This design comes from an exercise in tuning for small area on the open sky130 flow, not from production work. RTL that was checked went through simulation tests only; none was proved equivalent to the original. Function not checked in run 1: the RTL went through the layout flow alone. Power and IR drop assume default switching activity.

==> design.v <==
module flash_bus_controller (
	input 	i_clk,
	input 	i_rst,
	output 			o_busy,
	input 	[3:0] 		i_operation,
	input 	[1:0]		i_chip,
	input 	[14:0]		i_length,
	input 			i_start,
	input 	[159:0]		i_sb_addr,
	input 			i_startup_done,
        output  [13:0]          o_sample_count,
        output	[3:0] 		o_chip_ready,
	output	[3:0] 		o_chip_exists,
        input [15:0] i_adc_sample_fifo_data,
        input        i_adc_sample_fifo_almost_empty,
        input        i_adc_sample_fifo_empty,
        output       o_adc_sample_fifo_re,
        input        i_adc_sample_fifo_valid,
	output [12:0] o_wr_buffer_addr,
	input  [15:0] i_wr_buffer_data,
	output [12:0] o_rd_buffer_addr,
	output [15:0] o_rd_buffer_data,
	output	      o_rd_buffer_we,
	input 	[7:0] 		  i_bus_data,
	output	[7:0]	 	  o_bus_data,
	output		 	  o_bus_data_tri_n,
	output			  o_bus_we_n,
	output			  o_bus_re_n,
	output [3:0]		  o_bus_ces_n,
	output			  o_bus_cle,
	output			  o_bus_ale
);
	localparam	CMD_READID		= 8'h90;
	localparam	CMD_RESET		= 8'hFF;
	localparam	CMD_BLOCKERASE0		= 8'h60;
	localparam	CMD_BLOCKERASE1		= 8'hD0;
	localparam	CMD_WRITEPAGE0		= 8'h80;
	localparam	CMD_WRITEPAGE1		= 8'h10;
	localparam	CMD_READ_MODE		= 8'h00;
	localparam	CMD_READPAGE0		= 8'h00;
	localparam	CMD_READPAGE1		= 8'h30;
	localparam 	CMD_READ_PARAMPAGE	= 8'hEC;
	localparam 	CMD_STATUS		= 8'h70;
	localparam 	CMD_SETFEATURES		= 8'hEF;
	localparam OP_READSTATUS 		= 0;
	localparam OP_JUSTREADSTATUS 		= 1;
	localparam OP_RESET 			= 2;
	localparam OP_SET_TIMING_MODE		= 3;
	localparam OP_STARTREAD 		= 4;
	localparam OP_COMPLETEREAD 		= 5;
	localparam OP_PROGRAM 			= 6;
	localparam OP_ERASE 			= 7;
	localparam OP_READID 			= 8;
	localparam OP_READPARAM 		= 9;
	localparam OP_CHECK_EXISTS      	= 10;
	localparam OP_READ_ADC_SAMPLES      	= 11;
	function [31:0] rinc;
		input [31:0] a;
		input        cin;
		integer i;
		reg c;
		begin
			c = cin;
			for (i = 0; i < 32; i = i + 1) begin
				rinc[i] = a[i] ^ c;
				c = c & a[i];
			end
		end
	endfunction
	function [31:0] rdec;
		input [31:0] a;
		input        bin;
		integer i;
		reg c;
		begin
			c = bin;
			for (i = 0; i < 32; i = i + 1) begin
				rdec[i] = a[i] ^ c;
				c = c & ~a[i];
			end
		end
	endfunction
	localparam DELAY_tWP 			= 2;
	localparam DELAY_tRP 			= 2;
        localparam DELAY_STATE_SEND_COMMAND 	= 6;
        localparam DELAY_STATE_SEND_ADDRESS 	= 6;
        localparam DELAY_STATE_READ_DATA 	= 6;
        localparam DELAY_STATE_WRITE_DATA 	= 6;
        localparam DELAY_STATE_WHR 		= 8;
        localparam DELAY_STATE_ADL 		= 9;
        localparam DELAY_STATE_RHW 		= 13;
        localparam DELAY_STATE_WB 		= 13;
	localparam DIR_OUT = 0;
	localparam DIR_IN  = 1;
        localparam STATE_RESET              = 0;
        localparam STATE_STARTUP_0          = 1;
        localparam STATE_STARTUP_1          = 2;
        localparam STATE_IDLE               = 3;
        localparam STATE_SEND_COMMAND_0     = 4;
        localparam STATE_SEND_ADDRESS       = 5;
        localparam STATE_SEND_COMMAND_1     = 6;
        localparam STATE_READ_STATUS        = 7;
        localparam STATE_DELAY_ADL          = 8;
        localparam STATE_DELAY_WHR          = 9;
        localparam STATE_DELAY_RHW          = 10;
        localparam STATE_DELAY_WB           = 11;
        localparam STATE_WRITE_DATA         = 12;
        localparam STATE_READ_DATA          = 13;
        localparam STATE_READ_ADC_SAMPLES_0 = 14;
        localparam STATE_READ_ADC_SAMPLES_1 = 15;
	reg [3:0] state_reg, state_next;
	reg [3:0] delay_reg;
	reg [3:0] chip_ready_reg, chip_ready_next;
	reg [3:0] chip_exists_reg, chip_exists_next;
	reg [3:0] op_reg, op_next;
	reg [1:0] chip_reg, chip_next;
	reg [7:0] bus_data_in_reg;
	reg	  bus_dir_reg, bus_dir_next;
	reg [7:0] bus_data_out_reg, bus_data_out_next;
	reg	  bus_we_n_reg, bus_we_n_next;
	reg	  bus_re_n_reg, bus_re_n_next;
	reg [3:0] bus_ces_n_reg, bus_ces_n_next;
	reg	  bus_cle_reg, bus_cle_next;
	reg	  bus_ale_reg, bus_ale_next;
        reg adc_sample_fifo_re_reg, adc_sample_fifo_re_next;
        reg [13:0] wr_buffer_addr_reg, wr_buffer_addr_next;
        reg [12:0] rd_buffer_addr_reg, rd_buffer_addr_next;
        reg [15:0] rd_buffer_data_reg, rd_buffer_data_next;
        reg        rd_buffer_we_reg, rd_buffer_we_next;
	reg [14:0] byte_count_reg, byte_count_next;
	reg [13:0] sample_count_reg, sample_count_next;
	reg [2:0]  addr_bytes_reg, addr_bytes_next;
        reg [1:0] chip_counter_reg, chip_counter_next;
        reg [1:0] startup_op_reg, startup_op_next;
        reg       reading_status_reg, reading_status_next;
        wire [3:0] chip_decode_n = ~(4'h1 << chip_reg);
	reg delay_done;
	always @* begin
		case (state_reg)
			STATE_SEND_COMMAND_0, STATE_SEND_COMMAND_1: delay_done = (delay_reg == DELAY_STATE_SEND_COMMAND-1);
			STATE_SEND_ADDRESS:                         delay_done = (delay_reg == DELAY_STATE_SEND_ADDRESS-1);
			STATE_READ_STATUS, STATE_READ_DATA:         delay_done = (delay_reg == DELAY_STATE_READ_DATA-1);
			STATE_DELAY_WHR:                            delay_done = (delay_reg == DELAY_STATE_WHR-1);
			STATE_DELAY_ADL:                            delay_done = (delay_reg == DELAY_STATE_ADL-1);
			STATE_DELAY_RHW:                            delay_done = (delay_reg == DELAY_STATE_RHW-1);
			STATE_DELAY_WB:                             delay_done = (delay_reg == DELAY_STATE_WB-1);
			STATE_WRITE_DATA:                           delay_done = (delay_reg == DELAY_STATE_WRITE_DATA-1);
			default:                                    delay_done = 1'b1;
		endcase
	end
	wire [3:0] addr_chip_sel = 4'h1 << chip_reg;
	reg  [4:0] addr_byte_sel;
	always @* begin
		case (addr_bytes_reg)
			3'd5:    addr_byte_sel = 5'b00001;
			3'd4:    addr_byte_sel = 5'b00010;
			3'd3:    addr_byte_sel = 5'b00100;
			3'd2:    addr_byte_sel = 5'b01000;
			default: addr_byte_sel = 5'b10000;
		endcase
	end
	reg  [7:0] addr_byte;
	integer ci, bi;
	always @* begin
		addr_byte = 8'd0;
		for (ci = 0; ci < 4; ci = ci + 1)
			for (bi = 0; bi < 5; bi = bi + 1)
				addr_byte = addr_byte | ({8{addr_chip_sel[ci] & addr_byte_sel[bi]}} & i_sb_addr[40*ci + 8*bi +: 8]);
	end
	always @(posedge i_clk) begin
		delay_reg <= (state_reg == STATE_RESET || state_reg == STATE_STARTUP_0 || state_reg == STATE_STARTUP_1 ||
		              state_reg == STATE_IDLE || state_reg == STATE_READ_ADC_SAMPLES_0 ||
		              state_reg == STATE_READ_ADC_SAMPLES_1 || delay_done) ? 4'd0 : delay_reg + 4'd1;
		chip_ready_reg <= chip_ready_next;
		op_reg <= op_next;
		chip_reg <= chip_next;
		byte_count_reg[14:1] <= byte_count_next[14:1];
		sample_count_reg <= sample_count_next;
		addr_bytes_reg <= addr_bytes_next;
		chip_counter_reg <= chip_counter_next;
		startup_op_reg <= startup_op_next;
		reading_status_reg <= reading_status_next;
	end
	always @(posedge i_clk or posedge i_rst) begin
		if (i_rst) begin
			state_reg <= STATE_RESET;
			chip_exists_reg <= 0;
			byte_count_reg[0] <= 1'b0;
			bus_data_in_reg <= 0;
			bus_dir_reg <= DIR_OUT;
			bus_data_out_reg <= 0;
			bus_we_n_reg <= 1;
			bus_re_n_reg <= 1;
			bus_ces_n_reg <= 0;
			bus_cle_reg <= 0;
			bus_ale_reg <= 0;
			adc_sample_fifo_re_reg <= 0;
			wr_buffer_addr_reg <= 0;
			rd_buffer_addr_reg <= 0;
			rd_buffer_data_reg <= 0;
			rd_buffer_we_reg <= 0;
		end else begin
			state_reg <= state_next;
			chip_exists_reg <= chip_exists_next;
			byte_count_reg[0] <= byte_count_next[0];
			bus_data_in_reg <= i_bus_data;
			bus_data_out_reg <= bus_data_out_next;
			bus_dir_reg <= bus_dir_next;
			bus_we_n_reg <= bus_we_n_next;
			bus_re_n_reg <= bus_re_n_next;
			bus_ces_n_reg <= bus_ces_n_next;
			bus_cle_reg <= bus_cle_next;
			bus_ale_reg <= bus_ale_next;
			adc_sample_fifo_re_reg <= adc_sample_fifo_re_next;
			wr_buffer_addr_reg <= wr_buffer_addr_next;
			rd_buffer_addr_reg <= rd_buffer_addr_next;
			rd_buffer_data_reg <= rd_buffer_data_next;
			rd_buffer_we_reg <= rd_buffer_we_next;
		end
	end
	assign o_busy = (state_reg != STATE_IDLE);
	wire [31:0] rdec32_rd = rdec({29'd0, rd_buffer_addr_reg[2:0]}, 1'b1);
	wire [31:0] rinc32_rd = rinc({22'd0, rd_buffer_addr_reg[12:3]}, 1'b1);
	wire [31:0] rdec32_wr = rdec({28'd0, wr_buffer_addr_reg[3:0]}, 1'b1);
	wire [31:0] rinc32_wr = rinc({22'd0, wr_buffer_addr_reg[13:4]}, 1'b1);
	wire [31:0] rdec32_bc = rdec({17'd0, byte_count_reg}, 1'b1);
	wire [31:0] rinc32_sc = rinc({18'd0, sample_count_reg}, 1'b1);
	always @* begin
		state_next = state_reg;
                chip_ready_next = chip_ready_reg;
                chip_exists_next = chip_exists_reg;
                op_next = op_reg;
		chip_next = chip_reg;
                byte_count_next = byte_count_reg;
                sample_count_next = sample_count_reg;
		addr_bytes_next = addr_bytes_reg;
                adc_sample_fifo_re_next = 1'b0;
                wr_buffer_addr_next = wr_buffer_addr_reg;
                rd_buffer_addr_next[2:0] = (rd_buffer_we_reg) ? rdec32_rd[2:0] : rd_buffer_addr_reg[2:0];
                rd_buffer_addr_next[12:3] = (rd_buffer_we_reg && (rd_buffer_addr_reg[2:0] == 3'd0)) ? rinc32_rd[9:0] : rd_buffer_addr_reg[12:3];
		rd_buffer_data_next[15:8] = (!byte_count_reg[0]) ? bus_data_in_reg : rd_buffer_data_reg[15:8];
		rd_buffer_data_next[7:0] = (byte_count_reg[0]) ? bus_data_in_reg : rd_buffer_data_reg[7:0];
		rd_buffer_we_next = 1'b0;
                chip_counter_next = chip_counter_reg;
                startup_op_next = startup_op_reg;
                reading_status_next = reading_status_reg;
		case (state_reg)
                        STATE_RESET: begin
                            if (i_startup_done) begin
                                chip_ready_next = 4'hF;
                                chip_exists_next = 0;
                                chip_counter_next = 0;
                                startup_op_next = 0;
                                state_next = STATE_STARTUP_0;
                            end
			end
                        STATE_STARTUP_0: begin
                            if (startup_op_reg == 2'd3) begin
                                state_next = STATE_IDLE;
                            end else if (chip_ready_reg[chip_counter_reg]) begin
                                reading_status_next = 0;
                                state_next = STATE_STARTUP_1;
                            end else begin
                                reading_status_next = 1;
                                chip_next = chip_counter_reg;
                                op_next = (reading_status_reg) ? OP_JUSTREADSTATUS : OP_READSTATUS;
                                state_next = (reading_status_reg) ? STATE_READ_STATUS : STATE_SEND_COMMAND_0;
                            end
                        end
                        STATE_STARTUP_1: begin
                            op_next = (startup_op_reg == 2'd0) ? OP_RESET           :
                                      (startup_op_reg == 2'd1) ? OP_SET_TIMING_MODE : OP_CHECK_EXISTS;
                            chip_next = chip_counter_reg;
                            chip_counter_next = chip_counter_reg + 1;
                            startup_op_next = (chip_counter_reg == 2'd3) ? startup_op_reg + 2'd1 : startup_op_reg;
                            state_next = STATE_SEND_COMMAND_0;
                        end
			STATE_IDLE: begin
                            op_next = i_operation;
                            chip_next = i_chip;
                            rd_buffer_addr_next = 13'd7;
                            wr_buffer_addr_next = 14'd15;
                            if (i_start) begin
                                byte_count_next = i_length;
                                state_next = (i_operation == OP_JUSTREADSTATUS)   ? STATE_READ_STATUS        :
                                             (i_operation == OP_READ_ADC_SAMPLES) ? STATE_READ_ADC_SAMPLES_0 : STATE_SEND_COMMAND_0;
                            end
			end
                        STATE_SEND_COMMAND_0: begin
                            addr_bytes_next = (op_reg == OP_SET_TIMING_MODE) ? 3'd1 :
                                              (op_reg == OP_READID)          ? 3'd1 :
                                              (op_reg == OP_CHECK_EXISTS)    ? 3'd1 :
                                              (op_reg == OP_ERASE)           ? 3'd3 :
                                              (op_reg == OP_READPARAM)       ? 3'd1 : 3'd5;
                            if (op_reg == OP_RESET)
                                chip_ready_next[chip_reg] = 1'b0;
                            if (delay_done) begin
                                state_next = (op_reg == OP_READSTATUS)   ? STATE_DELAY_WHR    :
                                             (op_reg == OP_RESET)        ? STATE_DELAY_WB     :
                                             (op_reg == OP_COMPLETEREAD) ? STATE_DELAY_WHR    : STATE_SEND_ADDRESS;
                            end
                        end
                        STATE_SEND_ADDRESS: begin
                            if (op_reg == OP_READPARAM)
                                chip_ready_next[chip_reg] = 1'b0;
                            if (delay_done) begin
				if (addr_bytes_reg == 3'd1) begin
                                    state_next = (op_reg == OP_PROGRAM)         ? STATE_DELAY_ADL :
                                                 (op_reg == OP_SET_TIMING_MODE) ? STATE_DELAY_ADL :
                                                 (op_reg == OP_READPARAM)       ? STATE_DELAY_WB  :
                                                 (op_reg == OP_READID)          ? STATE_DELAY_WHR :
                                                 (op_reg == OP_CHECK_EXISTS)    ? STATE_DELAY_WHR : STATE_SEND_COMMAND_1;
				end else begin
                                    addr_bytes_next = addr_bytes_reg - 3'd1;
				end
                            end
			end
                        STATE_SEND_COMMAND_1: begin
                            if ((op_reg == OP_ERASE) || (op_reg == OP_STARTREAD))
                                chip_ready_next[chip_reg] = 1'b0;
                            if (delay_done) begin
                               state_next = (op_reg == OP_ERASE)     ? STATE_DELAY_WB :
                                            (op_reg == OP_PROGRAM)   ? STATE_DELAY_WB :
                                            (op_reg == OP_STARTREAD) ? STATE_DELAY_WB : STATE_IDLE;
                            end
                        end
                        STATE_DELAY_WHR: begin
                            if ((op_reg == OP_READID) || (op_reg == OP_CHECK_EXISTS))
                                byte_count_next = 15'd6;
                            if (delay_done) begin
                                state_next = (op_reg == OP_READSTATUS)   ? STATE_READ_STATUS :
                                             (op_reg == OP_READID)       ? STATE_READ_DATA   :
                                             (op_reg == OP_CHECK_EXISTS) ? STATE_READ_DATA   :
                                             (op_reg == OP_COMPLETEREAD) ? STATE_READ_DATA   : STATE_IDLE;
                            end
                        end
			STATE_READ_STATUS: begin
                            if (delay_done) begin
                                chip_ready_next[chip_reg] = bus_data_in_reg[6];
                                state_next = STATE_DELAY_RHW;
                            end
			end
                        STATE_DELAY_ADL: begin
                            if (delay_done) begin
                                wr_buffer_addr_next[3:0] = rdec32_wr[3:0];
                                wr_buffer_addr_next[13:4] = (wr_buffer_addr_reg[3:0] == 4'd0) ? rinc32_wr[9:0] : wr_buffer_addr_reg[13:4];
                                state_next = STATE_WRITE_DATA;
                                if (op_reg == OP_SET_TIMING_MODE)
                                    byte_count_next = 15'd4;
                            end
                        end
                        STATE_DELAY_RHW, STATE_DELAY_WB: begin
                            if (delay_done)
                                state_next = (startup_op_reg != 2'd3) ? STATE_STARTUP_0 : STATE_IDLE;
                        end
                        STATE_WRITE_DATA: begin
                            chip_ready_next[chip_reg] = 1'b0;
                            if (delay_done) begin
                                wr_buffer_addr_next[3:0] = rdec32_wr[3:0];
                                wr_buffer_addr_next[13:4] = (wr_buffer_addr_reg[3:0] == 4'd0) ? rinc32_wr[9:0] : wr_buffer_addr_reg[13:4];
                                byte_count_next = rdec32_bc[14:0];
                                if (byte_count_reg == 15'd1) begin
                                    state_next = (op_reg == OP_PROGRAM)         ? STATE_SEND_COMMAND_1 :
                                                 (op_reg == OP_SET_TIMING_MODE) ? STATE_DELAY_WB       : STATE_IDLE;
                                end
                            end
                        end
			STATE_READ_DATA: begin
                            if (delay_done) begin
                                rd_buffer_we_next = (op_reg == OP_CHECK_EXISTS) ? 1'b0 : byte_count_reg[0];
                                if (((op_reg == OP_READID) || (op_reg == OP_CHECK_EXISTS)) && (byte_count_reg == 15'd5) && (bus_data_in_reg != 8'd0))
                                    chip_exists_next[chip_reg] = 1'b1;
                                byte_count_next = rdec32_bc[14:0];
                                if (byte_count_reg == 15'd1)
                                    state_next = STATE_DELAY_RHW;
                            end
                        end
			STATE_READ_ADC_SAMPLES_0: begin
                            if (i_adc_sample_fifo_empty) begin
                                sample_count_next = 0;
                                state_next = STATE_READ_ADC_SAMPLES_1;
                            end else if (adc_sample_fifo_re_reg && i_adc_sample_fifo_valid) begin
                                rd_buffer_data_next = i_adc_sample_fifo_data;
                                rd_buffer_we_next = 1'b1;
                                sample_count_next = rinc32_sc[13:0];
                                if (i_adc_sample_fifo_almost_empty)
                                    state_next = STATE_READ_ADC_SAMPLES_1;
                                else
                                    adc_sample_fifo_re_next = 1'b1;
                            end else begin
                                sample_count_next = 0;
                                adc_sample_fifo_re_next = 1'b1;
                            end
                        end
			STATE_READ_ADC_SAMPLES_1: begin
                            rd_buffer_data_next = 16'hFFFF;
                            rd_buffer_we_next = 1'b1;
                            sample_count_next = rinc32_sc[13:0];
                            state_next = STATE_IDLE;
                        end
			default: ;
		endcase
	end
        wire [7:0] wr_buffer_data_out_byte = (byte_count_reg[0]) ? i_wr_buffer_data[7:0] : i_wr_buffer_data[15:8];
        always @* begin
	    case (state_reg)
                STATE_RESET, STATE_STARTUP_0, STATE_STARTUP_1, STATE_IDLE, STATE_DELAY_WB, STATE_DELAY_RHW, STATE_READ_ADC_SAMPLES_0, STATE_READ_ADC_SAMPLES_1: begin
                    bus_dir_next = DIR_IN;
                    bus_data_out_next = 8'h0;
                    bus_we_n_next = 1;
                    bus_re_n_next = 1;
                    bus_ces_n_next = 4'hF;
                    bus_cle_next = 0;
                    bus_ale_next = 0;
                end
                STATE_SEND_COMMAND_0: begin
                    bus_dir_next = DIR_OUT;
                    bus_data_out_next = (op_reg == OP_READSTATUS)      ? CMD_STATUS         :
                                        (op_reg == OP_RESET)           ? CMD_RESET          :
                                        (op_reg == OP_READID)          ? CMD_READID         :
                                        (op_reg == OP_CHECK_EXISTS)    ? CMD_READID         :
                                        (op_reg == OP_READPARAM)       ? CMD_READ_PARAMPAGE :
                                        (op_reg == OP_PROGRAM)         ? CMD_WRITEPAGE0     :
                                        (op_reg == OP_STARTREAD)       ? CMD_READPAGE0      :
                                        (op_reg == OP_COMPLETEREAD)    ? CMD_READ_MODE      :
                                        (op_reg == OP_ERASE)           ? CMD_BLOCKERASE0    :
                                        (op_reg == OP_SET_TIMING_MODE) ? CMD_SETFEATURES    : 8'h00;
                    bus_we_n_next = (delay_reg < DELAY_tWP) ? 0 : 1;
                    bus_re_n_next = 1;
                    bus_ces_n_next = chip_decode_n;
                    bus_cle_next = 1;
                    bus_ale_next = 0;
                end
                STATE_SEND_COMMAND_1: begin
                    bus_dir_next = DIR_OUT;
                    bus_data_out_next = (op_reg == OP_STARTREAD)    ? CMD_READPAGE1   :
                                        (op_reg == OP_PROGRAM)      ? CMD_WRITEPAGE1  :
                                        (op_reg == OP_ERASE)        ? CMD_BLOCKERASE1 : 8'h00;
                    bus_we_n_next = (delay_reg < DELAY_tWP) ? 0 : 1;
                    bus_re_n_next = 1;
                    bus_ces_n_next = chip_decode_n;
                    bus_cle_next = 1;
                    bus_ale_next = 0;
                end
                STATE_SEND_ADDRESS: begin
                    bus_dir_next = DIR_OUT;
                    bus_data_out_next = (op_reg == OP_SET_TIMING_MODE) ? 8'h01 :
                                        ((op_reg == OP_READID) || (op_reg == OP_CHECK_EXISTS) || (op_reg == OP_READPARAM)) ? 8'h00 :
                                        addr_byte;
                    bus_we_n_next = (delay_reg < DELAY_tWP) ? 0 : 1;
                    bus_re_n_next = 1;
                    bus_ces_n_next = chip_decode_n;
                    bus_cle_next = 0;
                    bus_ale_next = 1;
                end
                STATE_READ_STATUS, STATE_READ_DATA: begin
                    bus_dir_next = DIR_IN;
                    bus_data_out_next = 8'h00;
                    bus_we_n_next = 1;
                    bus_re_n_next = (delay_reg < DELAY_tRP) ? 0 : 1;
                    bus_ces_n_next = chip_decode_n;
                    bus_cle_next = 0;
                    bus_ale_next = 0;
                end
                STATE_WRITE_DATA: begin
                    bus_dir_next = DIR_OUT;
                    bus_data_out_next = (op_reg == OP_SET_TIMING_MODE) ? ((byte_count_reg == 15'd4) ? 8'h04 : 8'h00) : wr_buffer_data_out_byte;
                    bus_we_n_next = (delay_reg < DELAY_tWP) ? 0 : 1;
                    bus_re_n_next = 1;
                    bus_ces_n_next = chip_decode_n;
                    bus_cle_next = 0;
                    bus_ale_next = 0;
                end
                default: begin
                    bus_dir_next = DIR_IN;
                    bus_data_out_next = 8'h0;
                    bus_we_n_next = 1;
                    bus_re_n_next = 1;
                    bus_ces_n_next = chip_decode_n;
                    bus_cle_next = 0;
                    bus_ale_next = 0;
                end
            endcase
        end
	assign o_sample_count = sample_count_reg;
        assign o_adc_sample_fifo_re = adc_sample_fifo_re_reg;
        assign o_bus_data 	= bus_data_out_reg;
	assign o_bus_data_tri_n = bus_dir_reg;
	assign o_bus_we_n 	= bus_we_n_reg;
	assign o_bus_re_n 	= bus_re_n_reg;
	assign o_bus_ces_n 	= bus_ces_n_reg;
	assign o_bus_cle 	= bus_cle_reg;
	assign o_bus_ale 	= bus_ale_reg;
        assign o_chip_ready = chip_ready_reg;
        assign o_chip_exists = chip_exists_reg;
        assign o_wr_buffer_addr = wr_buffer_addr_reg[13:1];
        assign o_rd_buffer_addr = rd_buffer_addr_reg;
        assign o_rd_buffer_data = rd_buffer_data_reg;
        assign o_rd_buffer_we = rd_buffer_we_reg;
endmodule
module flash_bus_sm (
	input 	i_clk,
	input 	i_rst,
        input i_recording_en,
        output o_top_bus_active,
        input i_disp_cmd_req,
        output o_disp_cmd_ack,
        input [71:0] i_disp_cmd_data,
        output o_disp_rsp_req,
        input i_disp_rsp_ack,
        input i_disp_rsp_listening,
        output [25:0] o_disp_rsp_data,
        output [3:0] o_disp_chip_active,
        output o_disp_wr_buffer_rsvd,
        output o_disp_rd_buffer_rsvd,
	output	[31:0]	o_cyclecount_sum,
	input	    	i_cyclecount_reset,
	input	[7:0]	i_cyclecount_start,
	input	[7:0]	i_cyclecount_end,
        output o_adc_master_record,
	input 			i_ctrl_busy,
	output reg [3:0]	o_ctrl_operation,
	output     [1:0]	o_ctrl_chip,
	output     [14:0]	o_ctrl_length,
	output reg		o_ctrl_start,
	output     [159:0]	o_sb_addr,
	output			o_startup_done,
	input      [13:0]	i_sample_count,
	input      [3:0]	i_ctrl_chip_ready
);
	localparam OP_READSTATUS 		= 0;
	localparam OP_JUSTREADSTATUS 		= 1;
	localparam OP_RESET 			= 2;
	localparam OP_SET_TIMING_MODE		= 3;
	localparam OP_STARTREAD 		= 4;
	localparam OP_COMPLETEREAD 		= 5;
	localparam OP_PROGRAM 			= 6;
	localparam OP_ERASE 			= 7;
	localparam OP_READID 			= 8;
	localparam OP_READPARAM 		= 9;
	localparam OP_READ_ADC_SAMPLES		= 11;
	function [31:0] rinc;
		input [31:0] a;
		input        cin;
		integer i;
		reg c;
		begin
			c = cin;
			for (i = 0; i < 32; i = i + 1) begin
				rinc[i] = a[i] ^ c;
				c = c & a[i];
			end
		end
	endfunction
	function [31:0] rdec;
		input [31:0] a;
		input        bin;
		integer i;
		reg c;
		begin
			c = bin;
			for (i = 0; i < 32; i = i + 1) begin
				rdec[i] = a[i] ^ c;
				c = c & ~a[i];
			end
		end
	endfunction
	localparam CS_READ_START_PENDING = 1;
	localparam CS_READ_DATA_PENDING  = 2;
	localparam CS_READ_DATA_DONE	 = 3;
	localparam CS_WRITE_DATA_PENDING = 4;
	localparam CS_WRITE_DATA_ONBUS   = 5;
	localparam CS_WRITE_DATA_DONE    = 6;
	localparam CS_ERASE_PENDING      = 7;
	localparam CS_ERASE_ONBUS        = 8;
	localparam CS_ERASE_DONE         = 9;
	localparam CS_READID_0           = 10;
	localparam CS_READID_1           = 11;
	localparam CS_READPARAM_0        = 12;
	localparam CS_READPARAM_1        = 13;
	localparam CS_READPARAM_2        = 14;
	localparam CS_SETTIMINGMODE_0    = 15;
	localparam CS_SETTIMINGMODE_1    = 16;
	localparam CS_RESET_0            = 17;
	localparam CS_RESET_1            = 18;
	localparam CS_GET_ADC_SAMPLES_0  = 19;
	localparam CS_GET_ADC_SAMPLES_1  = 20;
	localparam STATE_IDLE 		      = 0;
	localparam STATE_NEW_RQST_0	      = 1;
	localparam STATE_GET_NEXT_OP_0 	      = 2;
	localparam STATE_GET_NEXT_OP_1 	      = 3;
        localparam STATE_WAIT_FOR_CONTROLLER  = 5;
        localparam STATE_CHECK_FOR_CHIP_READY = 6;
	localparam STATE_DO_BUS_OP	      = 7;
	localparam STATE_NEW_RSLT_0	      = 8;
	localparam STATE_NEW_RSLT_1	      = 9;
	localparam STATE_SWITCH_CHIPS	      = 10;
	reg [3:0]  state_reg;
	reg [31:0] sys_cycle_count_reg;
	reg [31:0] op_cycle_count_reg;
	reg        recording_reg;
	reg        new_cmd_ack_reg;
	reg        new_rsp_req_reg;
	reg [17:0] new_rsp_data_reg;
	reg [3:0]  chip_active_reg;
	reg        wr_buffer_rsvd_reg;
	reg        rd_buffer_rsvd_reg;
	reg [1:0]  curr_chip_reg;
	reg [1:0]  new_chip_reg;
	reg        new_rd_reg, new_wr_reg;
	reg [39:0] sb_addr  [0:3];
	reg [7:0]  sb_tag   [0:3];
	reg [9:0]  sb_len   [0:3];
	reg [4:0]  sb_state [0:3];
	reg [3:0]  sb_srs;
	reg [31:0] sb_cc    [0:3];
	reg [3:0]  sb_cc_valid;		 
	reg [31:0] cc_pend;		 
	reg [1:0]  cc_pend_chip;
	reg [2:0]  cc_age;		 
	reg [1:0]  rd_a0, rd_a1, rd_a2;	 
	wire [1:0] c = curr_chip_reg;
	wire [7:0] rd_tag   = sb_tag[c];
	wire [9:0] rd_len   = sb_len[c];
	wire [4:0] rd_state = sb_state[c];
	wire       rd_srs   = sb_srs[c];
	wire        nq_state  = (state_reg == STATE_NEW_RQST_0);
	reg  [1:0]  cc_addr;		 
	reg  [31:0] cc_diff;
	wire [31:0] cc_rd     = sb_cc_valid[cc_addr] ? sb_cc[cc_addr] : 32'd0;
	wire [2:0] new_op   = i_disp_cmd_data[48:46];
	wire [1:0] new_chip = i_disp_cmd_data[41:40];
	reg  [4:0] new_state;
	always @* begin
		case (new_op)
			3'd0: new_state = CS_WRITE_DATA_PENDING;
			3'd1: new_state = CS_READ_START_PENDING;
			3'd2: new_state = CS_ERASE_PENDING;
			3'd3: new_state = CS_READID_0;
			3'd4: new_state = CS_READPARAM_0;
			3'd5: new_state = CS_RESET_0;
			3'd6: new_state = CS_SETTIMINGMODE_0;
			default: new_state = CS_GET_ADC_SAMPLES_0;
		endcase
	end
	wire st_adc   = (rd_state == CS_GET_ADC_SAMPLES_0) || (rd_state == CS_GET_ADC_SAMPLES_1);
	wire st_prog  = (rd_state == CS_WRITE_DATA_PENDING) || (rd_state == CS_WRITE_DATA_ONBUS) || (rd_state == CS_WRITE_DATA_DONE);
	wire st_rdbuf = (rd_state == CS_READ_START_PENDING) || (rd_state == CS_READ_DATA_PENDING) || (rd_state == CS_READ_DATA_DONE) ||
	                (rd_state == CS_READID_0) || (rd_state == CS_READID_1) ||
	                (rd_state == CS_READPARAM_0) || (rd_state == CS_READPARAM_1) || (rd_state == CS_READPARAM_2) || st_adc;
	reg st_send, st_onbus, st_done;
	reg [3:0] st_op;
	always @* begin
		st_send = 1'b0; st_onbus = 1'b0; st_done = 1'b0; st_op = 4'd0;
		case (rd_state)
			CS_READ_START_PENDING: begin st_send = 1'b1; st_op = OP_STARTREAD; end
			CS_READ_DATA_PENDING:  begin st_send = 1'b1; st_op = OP_COMPLETEREAD; end
			CS_WRITE_DATA_PENDING: begin st_send = 1'b1; st_op = OP_PROGRAM; end
			CS_ERASE_PENDING:      begin st_send = 1'b1; st_op = OP_ERASE; end
			CS_READID_0:           begin st_send = 1'b1; st_op = OP_READID; end
			CS_READPARAM_0:        begin st_send = 1'b1; st_op = OP_READPARAM; end
			CS_READPARAM_1:        begin st_send = 1'b1; st_op = OP_COMPLETEREAD; end
			CS_SETTIMINGMODE_0:    begin st_send = 1'b1; st_op = OP_SET_TIMING_MODE; end
			CS_RESET_0:            begin st_send = 1'b1; st_op = OP_RESET; end
			CS_GET_ADC_SAMPLES_0:  begin st_send = 1'b1; st_op = OP_READ_ADC_SAMPLES; end
			CS_WRITE_DATA_ONBUS, CS_ERASE_ONBUS: st_onbus = 1'b1;
			CS_READ_DATA_DONE, CS_WRITE_DATA_DONE, CS_ERASE_DONE, CS_READID_1, CS_READPARAM_2,
			CS_SETTIMINGMODE_1, CS_RESET_1, CS_GET_ADC_SAMPLES_1: st_done = 1'b1;
			default: ;
		endcase
	end
	wire in_idle  = (state_reg == STATE_IDLE);
	wire in_nq    = (state_reg == STATE_NEW_RQST_0);
	wire in_do    = (state_reg == STATE_DO_BUS_OP);
	wire in_check = (state_reg == STATE_CHECK_FOR_CHIP_READY);
	wire chip_rdy = i_ctrl_chip_ready[c];
	wire cs_match = (i_cyclecount_start[4:0] != 5'd0) && (i_cyclecount_start[4:0] == rd_state);
	wire ce_match = (i_cyclecount_end[4:0] != 5'd0) && (i_cyclecount_end[4:0] == rd_state);
	wire we_new   = in_idle && i_disp_cmd_req;
	wire we_state = in_do && (st_send || st_onbus);
	wire we_srs   = in_check && !chip_rdy;
	wire we_cc_do = we_state && cs_match;
	wire cc_load   = in_nq | we_cc_do;	 
	wire cc_commit = cc_age[2] | (cc_age[1] & cc_load);
	integer k;
	always @(posedge i_clk) begin
		for (k = 0; k < 4; k = k + 1) begin
			if (we_new && new_chip == k) begin
				sb_addr[k] <= i_disp_cmd_data[39:0];
				sb_tag[k]  <= i_disp_cmd_data[71:64];
				sb_len[k]  <= i_disp_cmd_data[63:54];
			end
			if (we_new && new_chip == k)
				sb_state[k] <= new_state;
			else if (we_state && c == k)
				sb_state[k] <= rd_state + 5'd1;
			if (we_new && new_chip == k)
				sb_srs[k] <= 1'b0;
			else if (we_srs && c == k)
				sb_srs[k] <= 1'b1;
			if (cc_commit && cc_pend_chip == k)
				sb_cc[k] <= cc_pend;
		end
		if (cc_load) begin
			cc_pend <= in_nq ? cc_rd : sys_cycle_count_reg;
			cc_pend_chip <= in_nq ? new_chip_reg : c;
		end
		if (in_idle) begin
			new_chip_reg <= new_chip;
			new_rd_reg <= (new_op == 3'd1) || (new_op == 3'd3) || (new_op == 3'd4) || (new_op == 3'd7);
			new_wr_reg <= (new_op == 3'd0);
		end
		cc_addr <= we_new ? rd_a1 : c;
		cc_diff <= sys_next - cc_rd;
		rd_a0 <= in_nq ? new_chip_reg : c;
		rd_a1 <= rd_a0;
		rd_a2 <= rd_a1;
	end
	always @(posedge i_clk or posedge i_rst) begin
		if (i_rst) begin
			sb_cc_valid <= 4'd0;
			cc_age <= 3'd0;
		end else begin
			cc_age <= {cc_age[1] & ~cc_load, cc_age[0] & ~cc_load, cc_load};
			for (k = 0; k < 4; k = k + 1)
				if (cc_commit && cc_pend_chip == k)
					sb_cc_valid[k] <= 1'b1;
		end
	end
	wire [31:0] adc_units_w = rinc({22'd0, i_sample_count[13:4]}, (i_sample_count[3:0] != 4'd0));
	wire [9:0]  adc_units = adc_units_w[9:0];
	wire [31:0] sys_next = rinc(sys_cycle_count_reg, 1'b1);
	always @(posedge i_clk or posedge i_rst) begin
		if (i_rst) begin
			state_reg <= STATE_IDLE;
			sys_cycle_count_reg <= 0;
			op_cycle_count_reg <= 0;
			recording_reg <= 0;
			new_cmd_ack_reg <= 0;
			new_rsp_req_reg <= 0;
			new_rsp_data_reg <= 0;
			chip_active_reg <= 0;
			wr_buffer_rsvd_reg <= 0;
			rd_buffer_rsvd_reg <= 0;
			curr_chip_reg <= 0;
		end else begin
			sys_cycle_count_reg <= sys_next;
			new_cmd_ack_reg <= 1'b0;
			if (!i_recording_en)
				recording_reg <= 1'b0;
			if (i_cyclecount_reset)
				op_cycle_count_reg <= 0;
			case (state_reg)
				STATE_IDLE: begin
					if (i_disp_cmd_req) begin
						new_cmd_ack_reg <= 1'b1;
						state_reg <= STATE_NEW_RQST_0;
					end else if (chip_active_reg[c]) begin
						state_reg <= STATE_GET_NEXT_OP_0;
					end else begin
						curr_chip_reg <= c + 2'd1;
					end
				end
				STATE_NEW_RQST_0: begin
					chip_active_reg[new_chip_reg] <= 1'b1;
					if (new_rd_reg) rd_buffer_rsvd_reg <= 1'b1;
					if (new_wr_reg) wr_buffer_rsvd_reg <= 1'b1;
					state_reg <= STATE_IDLE;
				end
				STATE_GET_NEXT_OP_0: state_reg <= STATE_GET_NEXT_OP_1;
				STATE_GET_NEXT_OP_1: state_reg <= STATE_WAIT_FOR_CONTROLLER;
				STATE_WAIT_FOR_CONTROLLER: begin
					if (!i_ctrl_busy)
						state_reg <= st_adc ? STATE_DO_BUS_OP : STATE_CHECK_FOR_CHIP_READY;
				end
				STATE_CHECK_FOR_CHIP_READY: begin
					state_reg <= chip_rdy ? STATE_DO_BUS_OP : STATE_SWITCH_CHIPS;
				end
				STATE_DO_BUS_OP: begin
					if (i_cyclecount_start[4:0] == 5'd0)
						recording_reg <= 1'b0;
					else if (cs_match && i_recording_en)
						recording_reg <= 1'b1;
					if (i_cyclecount_end[4:0] == 5'd0)
						recording_reg <= 1'b0;
					else if (ce_match) begin
						op_cycle_count_reg <= op_cycle_count_reg + cc_diff;
						recording_reg <= 1'b0;
					end
					if (st_send || st_onbus)
						state_reg <= STATE_SWITCH_CHIPS;
					else if (st_done)
						state_reg <= STATE_NEW_RSLT_0;
				end
				STATE_SWITCH_CHIPS: begin
					curr_chip_reg <= c + 2'd1;
					state_reg <= STATE_IDLE;
				end
				STATE_NEW_RSLT_0: begin
					new_rsp_req_reg <= 1'b1;
					if (st_adc)
						new_rsp_data_reg <= {rd_tag, adc_units};
					else
						new_rsp_data_reg <= {rd_tag, rd_len};
					state_reg <= STATE_NEW_RSLT_1;
				end
				STATE_NEW_RSLT_1: begin
					if (i_disp_rsp_ack) begin
						chip_active_reg[c] <= 1'b0;
						if (st_rdbuf) rd_buffer_rsvd_reg <= 1'b0;
						if (st_prog) wr_buffer_rsvd_reg <= 1'b0;
						new_rsp_req_reg <= 1'b0;
						state_reg <= STATE_SWITCH_CHIPS;
					end
				end
				default: ;
			endcase
		end
	end
	always @* begin
		o_ctrl_operation = 4'd0;
		o_ctrl_start = 1'b0;
		if (in_check && !chip_rdy) begin
			o_ctrl_operation = rd_srs ? OP_JUSTREADSTATUS : OP_READSTATUS;
			o_ctrl_start = 1'b1;
		end else if (in_do && st_send) begin
			o_ctrl_operation = st_op;
			o_ctrl_start = 1'b1;
		end
	end
	assign o_ctrl_chip = c;
	assign o_ctrl_length = {rd_len, 5'd0};
	assign o_sb_addr = {sb_addr[3], sb_addr[2], sb_addr[1], sb_addr[0]};
	assign o_startup_done = (sys_cycle_count_reg == 32'd124999);
	assign o_cyclecount_sum = op_cycle_count_reg;
        assign o_disp_cmd_ack = new_cmd_ack_reg;
        assign o_disp_rsp_req = new_rsp_req_reg;
        assign o_disp_rsp_data = i_disp_rsp_listening ? {new_rsp_data_reg, 8'd0} : 26'd0;
        assign o_disp_chip_active = chip_active_reg;
        assign o_disp_wr_buffer_rsvd = wr_buffer_rsvd_reg;
        assign o_disp_rd_buffer_rsvd = rd_buffer_rsvd_reg;
        assign o_top_bus_active = |chip_active_reg;
        assign o_adc_master_record = recording_reg;
endmodule
module flash_bus #(
	parameter NUM_OF_CHIPS 			= 4,
	parameter CMD_FIFO_DATA_WIDTH 	= 72,
	parameter WR_FIFO_DATA_WIDTH 	= 128,
	parameter RD_FIFO_DATA_WIDTH 	= 136,
	parameter RSLT_FIFO_DATA_WIDTH 	= 26,
	parameter PERIOD 				= 8,
	parameter PAGE_SIZE_WIDTH		= 15
 )
 (
	input 	i_clk,
	input 	i_rst,
        output o_top_bus_active,
        input i_recording_en,
        input i_disp_cmd_req,
        output o_disp_cmd_ack,
        input [CMD_FIFO_DATA_WIDTH-1:0] i_disp_cmd_data,
        output o_disp_rsp_req,
        input i_disp_rsp_ack,
        input i_disp_rsp_listening,
        output [RSLT_FIFO_DATA_WIDTH-1:0] o_disp_rsp_data,
        output [NUM_OF_CHIPS-1:0] o_disp_chip_active,
        output o_disp_wr_buffer_rsvd,
        output o_disp_rd_buffer_rsvd,
        input [15:0] i_adc_sample_fifo_data,
        input        i_adc_sample_fifo_almost_empty,
        input        i_adc_sample_fifo_empty,
        output       o_adc_sample_fifo_re,
        input        i_adc_sample_fifo_valid,
        output [12:0] o_wr_buffer_addr,
        input  [15:0] i_wr_buffer_data,
        output [12:0] o_rd_buffer_addr,
        output [15:0] o_rd_buffer_data,
        output        o_rd_buffer_we,
	output	[0:31]						o_cyclecount_sum,
	input								i_cyclecount_reset,
	input	[0:7]						i_cyclecount_start,
	input	[0:7]						i_cyclecount_end,
        output o_adc_master_record,
	input 	[7:0] 						i_bus_data,
	output 	[7:0]	 					o_bus_data,
	output		 						o_bus_data_tri_n,
	output 								o_bus_we_n,
	output 								o_bus_re_n,
	output [NUM_OF_CHIPS-1:0] 					o_bus_ces_n,
	output 								o_bus_cle,
	output 								o_bus_ale,
        output [NUM_OF_CHIPS-1:0] o_chip_exists
 );
	wire		ctrl_busy;
	wire [3:0]	ctrl_operation;
	wire [1:0]	ctrl_chip;
	wire [14:0]	ctrl_length;
	wire		ctrl_start;
	wire [13:0]	ctrl_sample_count;
	wire [159:0]	sb_addr;
	wire		startup_done;
	wire [3:0]	chip_ready;
	flash_bus_sm busSM (
		.i_clk(i_clk),
		.i_rst(i_rst),
                .o_top_bus_active(o_top_bus_active),
                .i_recording_en(i_recording_en),
                .i_disp_cmd_req(i_disp_cmd_req),
                .o_disp_cmd_ack(o_disp_cmd_ack),
                .i_disp_cmd_data(i_disp_cmd_data),
                .o_disp_rsp_req(o_disp_rsp_req),
                .i_disp_rsp_ack(i_disp_rsp_ack),
                .i_disp_rsp_listening(i_disp_rsp_listening),
                .o_disp_rsp_data(o_disp_rsp_data),
                .o_disp_chip_active(o_disp_chip_active),
                .o_disp_wr_buffer_rsvd(o_disp_wr_buffer_rsvd),
                .o_disp_rd_buffer_rsvd(o_disp_rd_buffer_rsvd),
		.o_cyclecount_sum(o_cyclecount_sum),
		.i_cyclecount_reset(i_cyclecount_reset),
		.i_cyclecount_start(i_cyclecount_start),
		.i_cyclecount_end(i_cyclecount_end),
                .o_adc_master_record(o_adc_master_record),
		.i_ctrl_busy(ctrl_busy),
		.o_ctrl_operation(ctrl_operation),
		.o_ctrl_chip(ctrl_chip),
		.o_ctrl_length(ctrl_length),
		.o_ctrl_start(ctrl_start),
		.o_sb_addr(sb_addr),
		.o_startup_done(startup_done),
                .i_sample_count(ctrl_sample_count),
		.i_ctrl_chip_ready(chip_ready)
	);
	flash_bus_controller busController (
		.i_clk(i_clk),
		.i_rst(i_rst),
		.o_busy(ctrl_busy),
		.i_operation(ctrl_operation),
		.i_chip(ctrl_chip),
		.i_length(ctrl_length),
		.i_start(ctrl_start),
		.i_sb_addr(sb_addr),
		.i_startup_done(startup_done),
		.o_sample_count(ctrl_sample_count),
		.o_chip_ready(chip_ready),
		.o_chip_exists(o_chip_exists),
                .i_adc_sample_fifo_data(i_adc_sample_fifo_data),
                .i_adc_sample_fifo_almost_empty(i_adc_sample_fifo_almost_empty),
                .i_adc_sample_fifo_empty(i_adc_sample_fifo_empty),
                .o_adc_sample_fifo_re(o_adc_sample_fifo_re),
                .i_adc_sample_fifo_valid(i_adc_sample_fifo_valid),
		.o_wr_buffer_addr(o_wr_buffer_addr),
		.i_wr_buffer_data(i_wr_buffer_data),
		.o_rd_buffer_addr(o_rd_buffer_addr),
		.o_rd_buffer_data(o_rd_buffer_data),
		.o_rd_buffer_we(o_rd_buffer_we),
		.i_bus_data(i_bus_data),
		.o_bus_data(o_bus_data),
		.o_bus_data_tri_n(o_bus_data_tri_n),
		.o_bus_we_n(o_bus_we_n),
		.o_bus_re_n(o_bus_re_n),
		.o_bus_ces_n(o_bus_ces_n),
		.o_bus_cle(o_bus_cle),
		.o_bus_ale(o_bus_ale)
	);
endmodule
==> flow/run.sh <==
#!/bin/bash
# Layout flow: the standard flow (standard synthesis netlist structure and
# registers, floorplan, power grid, placement, CTS, routing) with changes that
# only affect how the combinational logic is mapped and buffered:
#  - ABC maps the combinational logic with an area-oriented script
#    (flow/abc_area.script) instead of ORFS's delay-oriented one; the
#    registers Yosys creates are the same;
#  - the input and output ports get sky130_fd_sc_hd__buf_1 port buffers
#    instead of the default clkdlybuf4s50_1;
#  - clock tree synthesis uses smaller clock buffers and no dummy loads.
# The full make output goes to flow_make.log in the work folder; each ORFS step
# also keeps its own log under orfs/logs/.
set -euo pipefail
WORK=$(pwd)
SCRIPTS="$WORK/orfs_scripts"
rm -rf "$SCRIPTS"
cp -r "$FLOW_HOME/scripts" "$SCRIPTS"
if [[ -f flow/abc_area.script ]]; then
  cp flow/abc_area.script "$SCRIPTS/abc_speed.script"
fi
bash standard.sh \
  "SCRIPTS_DIR=$SCRIPTS" \
  "BUFFER_PORTS_ARGS=-buffer_cell sky130_fd_sc_hd__buf_1" \
  "CTS_ARGS=-sink_clustering_enable -repair_clock_nets -dont_use_dummy_load -sink_clustering_size 14 -sink_clustering_max_diameter 60 -buf_list sky130_fd_sc_hd__clkbuf_8" \
  finish > flow_make.log 2>&1
==> flow/abc_area.script <==
strash
&get -n
&deepsyn -T 20
&put
dch -f
amap
==> standard.sh <==
#!/bin/bash
# synth_recipe.tcl (not shown) runs the flow's synth.tcl, then flattens the netlist and writes it again
# the make line also repeats each setting of config.mk as NAME=value (left out here)
make -C /OpenROAD-flow-scripts/flow DESIGN_CONFIG=/design/flow/config.mk WORK_HOME=/design/flow/orfs CLKGATE_MAP_FILE= SYNTH_SCRIPT=/design/flow/synth_recipe.tcl "${@:-finish}"
==> config.mk <==
export PLATFORM = sky130hd
export DESIGN_NAME = flash_bus
export DESIGN_NICKNAME = flash_bus
export VERILOG_FILES = /design/flow/design.v
export SDC_FILE = /design/flow/constraint.sdc
export NUM_CORES = 4
export LEC_CHECK = 0
export CAP_MARGIN = 20
export CORE_MARGIN = 2
export CORE_UTILIZATION = 40
export SLEW_MARGIN = 20
==> constraint.sdc <==
create_clock -name core_clock -period 8.0 [get_ports {i_clk}]
set_input_delay 1.6000 -clock core_clock [delete_from_list [all_inputs] [get_ports {i_clk}]]
set_output_delay 1.6000 -clock core_clock [all_outputs]
set_load 0.01 [all_outputs]
==> results of run 1 <==
==> through the flow <==
stage	area (µm²)	instances	worst slack, ns	total power [mW]	setup TNS (ns)
final	33500	3717	0.482	9.85	0
after global routing	33500	3717	0.000898	10.5	0
after CTS	33400	3716	0.443	9.92	0
after detailed placement	32500	3649	0.493	8.01	0
after global placement	32500	3649	0.515	7.94	0
after floorplan	30100	2416	-0.0875	6.85	-1.71
==> worst register-to-register path, delay by kind of cell (launching register included) <==
kind / cells / cell delay (ns)
AND/OR/NAND/NOR: 5 / 0.61
AO/OA/AOI/OAI: 3 / 0.46
adder cells (fa/ha/maj): 28 / 5.97
flip-flops: 1 / 0.41
==> power groups by stage <==
stage          logic [mW]  registers, mW  clock network [mW]
3_3_place_gp         3.19           4.75                   0
3_5_place_dp         3.24           4.77                   0
5_1_grt              3.64           4.74                2.08
4_1_cts              3.27           4.69                1.95
6_report             3.28           4.69                1.88
2_1_floorplan        2.15           4.70                   0
==> placed cells by master (no fill, tap or decap), types with 9 or more instances in the layout <==
cell      synthesis  layout
dfrtp_1         181     181
nand4_1          12      12
ha_1            177     176
o311ai_0         14      14
nor2b_1          39      39
nor2_2            0      11
a222oi_1         40      40
o32ai_1          30      30
or2_0            10       9
and3_1           16      16
nand2_1          90      90
a21o_1           13      13
edfxtp_1        464     464
clkinv_1        332     331
o21a_1           51      51
dfxtp_1          46      45
nor2_1          256     245
clkbuf_8          0      67
nor3_1           50      42
a22o_1           34      34
o21ai_0          95      94
a22oi_1          30      30
a221oi_1         43      43
nand2b_1         13      13
o22ai_1          70      70
nand3_1          31      30
buf_4            21      34
a221o_1          17      17
o22a_1            9       9
a21oi_1         121     121
buf_1             0     247
==> routing by layer <==
metal | vias up | global-route usage, % | wire length [µm]
met4 | 6 | 7.19 | 2730
met3 | 158 | 3.57 | 4610
li1 | 9649 | - | -
met2 | 625 | 34.9 | 39000
met5 | - | 0 | 44
met1 | 10100 | 25.3 | 32300
==> cell type report <==
class | instances | area [µm²]
tap | 969 | 1210
multi-input combinational | 1370 | 9390
timing repair buffer | 285 | 1260
antenna | 1 | 2.50
fill | 6737 | 41000
sequential | 693 | 19400
inverter | 332 | 1250
clock buffer | 67 | 922
==> final timing paths <==
path	end	slack, ns	cells past startpoint
min reg2reg	busSM.rd_a1[0]$_DFF_P_	0.30	0
max in group asynchronous	busSM.sys_cycle_count_reg[12]$_DFF_PP0_	5.59	3
min in group asynchronous	busSM.op_cycle_count_reg[16]$_DFF_PP0_	1.16	2
min	busSM.rd_a1[0]$_DFF_P_	0.30	0
max	busSM.cc_diff[31]$_DFF_P_	0.48	36
max reg2reg	busSM.cc_diff[31]$_DFF_P_	0.48	36
==> cells by family after synthesis <==
group	count (synthesis)
and+or+nand+nor	549
buffers and inverters	353
AOI/OAI and AO/OA	634
DFF	693
adders and majority gates	179
other	1
==> flow_summary.yaml, run 1 <==
drt:
  via_per_inst: 5.53
  num_vias: 20600
  drtIter0Drc: 1562
  detail-route-antenna-nets: 0
  first_pass_iters: 5
  route.detailed.drc: 0
  wl_per_cell_um: 21.1
  wl_um: 78600
clocking:
  clkSinkCount: 693
  clk_pin_slew_ns: 0.09
  htree_levels: 3
  worstSkewPairLatency_ns: 0.68
  root_buffer: "clkbuf_8"
  cts_tree: "yes"
  cts_inserted_buffers: 67
  postCtsHoldBufs: 0
  cts_resized: 0
  postCtsSetupRepairBufs: 0
  cts.path.max_buffers: 3
layout:
  final_nets: 3066
  largest_reg_flops: 160
  drive_gt1_share_pct: 4.91
  final_core_util_pct: 45.0
  area_delta_synth_final_pct: 11.3
  top_regs: "busSM.sb_addr: 160 flops, busSM.sb_cc: 128 flops, busSM.sb_len: 40 flops"
  largest-register: "busSM.sb_addr"
floorplan:
  die_x_um: 278
  num_rows: 100
  start_util_pct: 40.4
  core_um2: 74400
  io_pins: 271
  die-area_um2: 77400
  die_h_um: 278
critical_path:
  end_kind: "flip-flop"
  r2r-start: "busSM.sys_cycle_count_reg[0]$_DFF_PP0_"
  crit_type: "reg2reg"
  crit_top_cell: "ha_1"
  cpPeakStageDelay_ns: 0.41
  crit_path_start: "busSM.sys_cycle_count_reg[0]$_DFF_PP0_"
  worst-path-max-fanout: 3
  cp_num_buf_inv: 0
  cp.required_ns: 8.58
  arrival_ns: 8.10
  start_kind: "flip-flop"
  cp_top_family: "adder cells"
  slowest_stage: "dfrtp_1"
synth:
  synth_top_family_by_area: "compound AO/OA/AOI/OAI gates"
  yosysTopAreaCell: "edfxtp_1"
  synth_compound_area_share_pct: 14.9
  seq_area_frac_synth_pct: 64.6
  ys_async_sr_fraction_pct: 26.4
  synth.area.top_cells: "edfxtp_1 46%, dfrtp_1 15%, ha_1 7.4%, clkinv_1 4.1%, nor2_1 3.2%"
  ys_seq_elements: 693
  synthAdderAreaFrac_pct: 7.50
  synth_ff_type: "edfxtp_1"
  synth_xor_xnor_area_share_pct: 0
  yosys_warnings: 7
  synth_cells: 2409
  synth.cell_area_um2: 30100
  synth_top_area_share_pct: 46.3
  syn_avg_cell_area_um2: 12.5
  synthTopCellsByCount: "464 x edfxtp_1, 332 x clkinv_1, 256 x nor2_1, 181 x dfrtp_1, 177 x ha_1"
  yosys.cell_types.count: 54
  synth_edf_count: 464
  synth-simple-area-share_pct: 8.29
  yosysMostFrequentCell: "edfxtp_1"
  muxShareOfSynthArea_pct: 0
sta:
  finalCritPeriodShare_pct: 94.0
  timing.hold.ws_ns: 0.297
  rsz0062_at_grt: "no"
  tightest_slew_ns: 1.05
  min_period_ns: 7.52
  slew_headroom_pct: 29.8
  finClkSkew_ns: 0.0758
  setup_violations: 0
  final_hold_viol_count: 0
  fmax_mhz: 133
  maxSlewViolCount: 0
power:
  combPwrFrac_pct: 33.3
  clkPwrFrac_pct: 19.1
  switchingPower_mw: 3.57
  power.internal_mw: 6.28
  power.leakage_nw: 12.2
  power.density_nw_per_um2: 294
  seq_power_share_pct: 47.6
  ir_drop_mv: 0.146
  p_sw_share_pct: 36.3
global_routing:
  grt_pass1_vias: 20800
  antenna_found_initial: 5
  grt-ovfl-total: 0
  grt_max_degree: 108
  grt_pass1_wl_um: 120000
  track_usage_pct: 20.1
placed_design:
  port_buffers: 247
  dpl.hpwl_um: 53800
  place.gp.congestion: 0.877
worst_hold_path:
  hold_path_class: "reg2reg"
  hold_path_startpoint: "busSM.rd_a0[0]$_DFF_P_"
status:
  status: "no timing/DRC/antenna violations"
job:
  maxCapViolCount: 0
==> inputs of run 2 (changes only) <==
--- a/design.v
+++ b/design.v
@@ -8,7 +8,7 @@
 	input 			i_start,
 	input 	[159:0]		i_sb_addr,
 	input 			i_startup_done,
-        output  [13:0]          o_sample_count,
+        output  [13:0]          o_sample_count,  
         output	[3:0] 		o_chip_ready,
 	output	[3:0] 		o_chip_exists,
         input [15:0] i_adc_sample_fifo_data,
@@ -224,7 +224,9 @@
 	wire [31:0] rdec32_wr = rdec({28'd0, wr_buffer_addr_reg[3:0]}, 1'b1);
 	wire [31:0] rinc32_wr = rinc({22'd0, wr_buffer_addr_reg[13:4]}, 1'b1);
 	wire [31:0] rdec32_bc = rdec({17'd0, byte_count_reg}, 1'b1);
-	wire [31:0] rinc32_sc = rinc({18'd0, sample_count_reg}, 1'b1);
+	wire [31:0] rinc32_sl = rinc({28'd0, sample_count_reg[3:0]}, 1'b1);
+	wire [31:0] rinc32_su = rinc({22'd0, sample_count_reg[13:4]}, (sample_count_reg[3:0] == 4'd0));
+	wire [13:0] sample_count_inc = {rinc32_su[9:0], rinc32_sl[3:0]};
 	always @* begin
 		state_next = state_reg;
                 chip_ready_next = chip_ready_reg;
@@ -382,7 +384,7 @@
                             end else if (adc_sample_fifo_re_reg && i_adc_sample_fifo_valid) begin
                                 rd_buffer_data_next = i_adc_sample_fifo_data;
                                 rd_buffer_we_next = 1'b1;
-                                sample_count_next = rinc32_sc[13:0];
+                                sample_count_next = sample_count_inc;
                                 if (i_adc_sample_fifo_almost_empty)
                                     state_next = STATE_READ_ADC_SAMPLES_1;
                                 else
@@ -395,7 +397,7 @@
 			STATE_READ_ADC_SAMPLES_1: begin
                             rd_buffer_data_next = 16'hFFFF;
                             rd_buffer_we_next = 1'b1;
-                            sample_count_next = rinc32_sc[13:0];
+                            sample_count_next = sample_count_inc;
                             state_next = STATE_IDLE;
                         end
 			default: ;
@@ -626,7 +628,6 @@
 	wire       rd_srs   = sb_srs[c];
 	wire        nq_state  = (state_reg == STATE_NEW_RQST_0);
 	reg  [1:0]  cc_addr;		 
-	reg  [31:0] cc_diff;
 	wire [31:0] cc_rd     = sb_cc_valid[cc_addr] ? sb_cc[cc_addr] : 32'd0;
 	wire [2:0] new_op   = i_disp_cmd_data[48:46];
 	wire [1:0] new_chip = i_disp_cmd_data[41:40];
@@ -711,7 +712,6 @@
 			new_wr_reg <= (new_op == 3'd0);
 		end
 		cc_addr <= we_new ? rd_a1 : c;
-		cc_diff <= sys_next - cc_rd;
 		rd_a0 <= in_nq ? new_chip_reg : c;
 		rd_a1 <= rd_a0;
 		rd_a2 <= rd_a1;
@@ -727,9 +727,7 @@
 					sb_cc_valid[k] <= 1'b1;
 		end
 	end
-	wire [31:0] adc_units_w = rinc({22'd0, i_sample_count[13:4]}, (i_sample_count[3:0] != 4'd0));
-	wire [9:0]  adc_units = adc_units_w[9:0];
-	wire [31:0] sys_next = rinc(sys_cycle_count_reg, 1'b1);
+	wire [9:0]  adc_units = i_sample_count[13:4];	 
 	always @(posedge i_clk or posedge i_rst) begin
 		if (i_rst) begin
 			state_reg <= STATE_IDLE;
@@ -744,7 +742,7 @@
 			rd_buffer_rsvd_reg <= 0;
 			curr_chip_reg <= 0;
 		end else begin
-			sys_cycle_count_reg <= sys_next;
+			sys_cycle_count_reg <= rinc(sys_cycle_count_reg, 1'b1);
 			new_cmd_ack_reg <= 1'b0;
 			if (!i_recording_en)
 				recording_reg <= 1'b0;
@@ -784,7 +782,7 @@
 					if (i_cyclecount_end[4:0] == 5'd0)
 						recording_reg <= 1'b0;
 					else if (ce_match) begin
-						op_cycle_count_reg <= op_cycle_count_reg + cc_diff;
+						op_cycle_count_reg <= op_cycle_count_reg + (sys_cycle_count_reg - cc_rd);
 						recording_reg <= 1'b0;
 					end
 					if (st_send || st_onbus)
==> flow/abc_area.script (replaced) <==
strash
&get -n
&deepsyn -J 30 -T 300
&dch -f
&nf -p
&put
--- a/config.mk
+++ b/config.mk
@@ -7,5 +7,7 @@
 export LEC_CHECK = 0
 export CAP_MARGIN = 20
 export CORE_MARGIN = 2
-export CORE_UTILIZATION = 40
+export CORE_UTILIZATION = 65
+export PLACE_DENSITY = 0.75
+export SETUP_SLACK_MARGIN = 0.4
 export SLEW_MARGIN = 20
==> run 2 against run 1 <==
- design area down 5.7%
- sequential power fell by 2%
- global-route usage up 9.7 points
- wire length fell by 13%
- flip-flop and latch count is 32 lower
- combinational power grew 3%
- final cell count down 15%
- highest routed layer is now met4
==> flow_summary.yaml, run 2 <==
power:
  power.leakage_nw: 11.8
  ir_drop_mv: 0.182
  power.density_nw_per_um2: 304
placed_design:
  place.gp.congestion: 0.938
  place_inst: 3090
  placed_area_um2: 30700
  dpl.hpwl_um: 46000
  port_buffers: 247
  place_ws_ns: -0.0455
layout:
  final_core_util_pct: 71.8
  area_delta_synth_final_pct: 9.72
  final_cell_mix: "464 x edfxtp_1, 247 x buf_1, 236 x nand2_1, 196 x clkinv_1, 181 x dfrtp_1"
  final_cells: 3158
  largest_reg_flops: 160
  final_area_um2: 31600
  layout_commonest_cell: "edfxtp_1"
  drive_gt1_share_pct: 5.43
  final_nets: 2870
  largest-register: "busSM.sb_addr"
  top_regs: "busSM.sb_addr: 160 flops, busSM.sb_cc: 128 flops, busSM.sb_len: 40 flops"
synth:
  yosysTopAreaCell: "edfxtp_1"
  syn_avg_cell_area_um2: 12.9
  ys_async_sr_fraction_pct: 27.7
  seq_area_frac_synth_pct: 65.3
  synth.cell_area_um2: 28800
  yosys.cell_types.count: 55
  ys_seq_elements: 661
  synth_cells: 2222
  synth_ff_type: "edfxtp_1"
  yosysMostFrequentCell: "edfxtp_1"
  synth.area.top_cells: "edfxtp_1 48%, dfrtp_1 16%, ha_1 6.0%, nand2_1 3.1%, a222oi_1 3.0%"
  synth_edf_count: 464
  synth_top_area_share_pct: 48.4
  yosys_warnings: 7
  synthTopCellsByCount: "464 x edfxtp_1, 236 x nand2_1, 200 x clkinv_1, 181 x dfrtp_1, 164 x nor2_1"
floorplan:
  io_pins: 271
  die_h_um: 214
  die_x_um: 214
  start_util_pct: 65.5
  num_rows: 77
  die-area_um2: 46000
  core_um2: 43900
critical_path:
  cp.required_ns: 8.57
  arrival_ns: 7.81
  crit_type: "reg2reg"
  cp_num_buf_inv: 1
  worst-path-max-fanout: 5
  slowest_stage: "fa_1"
  end_kind: "flip-flop"
  cp_top_family: "compound AO/OA/AOI/OAI gates"
  start_kind: "flip-flop"
  cpPeakStageDelay_ns: 0.56
clocking:
  clk_pin_slew_ns: 0.09
  cts_tree: "yes"
  worstSkewPairLatency_ns: 0.68
  cts.path.max_buffers: 3
  clkSinkCount: 661
  root_buffer: "clkbuf_8"
  cts_inserted_buffers: 54
  postCtsHoldBufs: 0
  htree_levels: 2
global_routing:
  grt_max_degree: 113
  grt_pass1_wl_um: 106000
  track_usage_pct: 29.8
  grt-ovfl-total: 0
  antenna_found_initial: 2
  grt_pass1_vias: 19400
sta:
  slew_headroom_pct: 32.2
  finClkSkew_ns: 0.0455
  setup_slack_ns: 0.756
  tightest_slew_ns: 1.01
  final_hold_viol_count: 0
  rsz0062_at_grt: "yes"
  fmax_mhz: 138
  setup_violations: 0
  min_period_ns: 7.24
  maxSlewViolCount: 0
  finalCritPeriodShare_pct: 90.6
status:
  status: "no timing/DRC/antenna violations"
drt:
  num_vias: 19600
  wl_per_cell_um: 21.7
  via_per_inst: 6.19
  drtIter0Drc: 2396
  detail-route-antenna-nets: 0
  first_pass_iters: 9
  wl_um: 68500
  route.detailed.drc: 0
worst_hold_path:
  hold_path_class: "reg2reg"
job:
  maxCapViolCount: 0
run 2: final cells by class:
cell class	instances	area [µm²]
Timing Repair Buffer	300	1330
Inverter	200	758
Antenna cell	4	10.0
Sequential cell	661	18800
Fill cell	3087	12400
Tap cell	592	741
Multi-Input combinational cell	1347	9190
Clock buffer	54	743
run 2: worst paths after layout:
path                                                  start                                               end  slack [ns]  depth (start not counted)
hold / removal                       busSM.rd_a0[1]$_DFF_P_                            busSM.rd_a1[1]$_DFF_P_        0.34                          0
setup reg to reg           busSM.sb_cc_valid[3]$_DFFE_PP0P_            busSM.op_cycle_count_reg[31]$_DFF_PP0_        0.76                         38
max in group asynchronous                             i_rst          busController.bus_ces_n_reg[3]$_DFF_PP0_        5.29                          3
hold reg to reg                      busSM.rd_a0[1]$_DFF_P_                            busSM.rd_a1[1]$_DFF_P_        0.34                          0
min in group asynchronous                             i_rst  busController.rd_buffer_addr_reg[12]$_DFFE_PP0P_        1.12                          2
setup / recovery           busSM.sb_cc_valid[3]$_DFFE_PP0P_            busSM.op_cycle_count_reg[31]$_DFF_PP0_        0.76                         38
run 2: metrics by stage:
stage / setup TNS [ns] / power (mW) / hold slack (ns)
2_1_floorplan: 0 / 6.81 / 0.310
5_1_grt: 0 / 10.2 / 0.343
4_1_cts: 0 / 9.53 / 0.336
3_3_place_gp: 0 / 7.80 / 0.313
3_5_place_dp: -0.0455 / 7.92 / 0.314
6_report: 0 / 9.60 / 0.337
run 2: metal layers:
layer	GRT usage, %	share of wire [%]	up-vias
met3	4.41	8.1	166
met2	50.2	49	863
met1	39.9	39	9577
li1	-	-	8952
met5	0	0	-
met4	10.9	3.3	0
run 2: logic make-up (layout without fill, tap and decap cells):
family	after synthesis	in the layout	share of synthesized area, %
buffers and inverters	221	554	3.16
xor gates and xnor gates	25	25	0.761
other	1	12	0.0130
DFF	661	661	65.3
and+or+nand+nor	633	633	10.1
AOI/OAI and AO/OA	500	500	12.0
adders and majority gates	168	168	8.12
muxes	13	13	0.570
run 2: what timing repair did:
| item | 4_1_cts | 5_1_grt |
|---|---|---|
| pin swaps | 7 | 14 |
| buffers inserted | 3 | 7 |
| endpoints found under the hold margin | 0 | 0 |
| endpoints found under the setup margin | 3 | 5 |
| gates resized for setup | 10 | 27 |
| gates cloned | 0 | 0 |
run 2: where the power goes:
group	total [mW]	switching [mW]	internal (mW)
clock	1.63	1.02	0.602
sequential	4.58	0.349	4.24
combinational	3.39	2.17	1.22

## port drivers added, routing unchanged
How much do the figures lean on ideal ports? The routed layouts below were timed once more, with nothing changed but the port constraints.
Step 1 assumes that a clkbuf_16 drives the clock port and a buf_2 every other input.
Step 2 also shifts input and output timing later by t, the mid clock arrival at the registers, as if the neighbouring blocks saw the same clock.
a / b / c = ideal ports / drivers / drivers and shift; a / b = the first two.
run	t, ns	setup WS [ns]	worst hold slack (ns)	worst register clock-pin slew, ns	cell pins on the clock port's net
run 1	0.688	0.482 / 0.482 / 0.482	0.297 / 0.297 / 0.297	0.10 / 0.10	1
run 2	0.720	0.756 / 0.756 / 0.756	0.337 / 0.337 / 0.337	0.10 / 0.10	1
After both steps setup and hold are still met in every run listed.
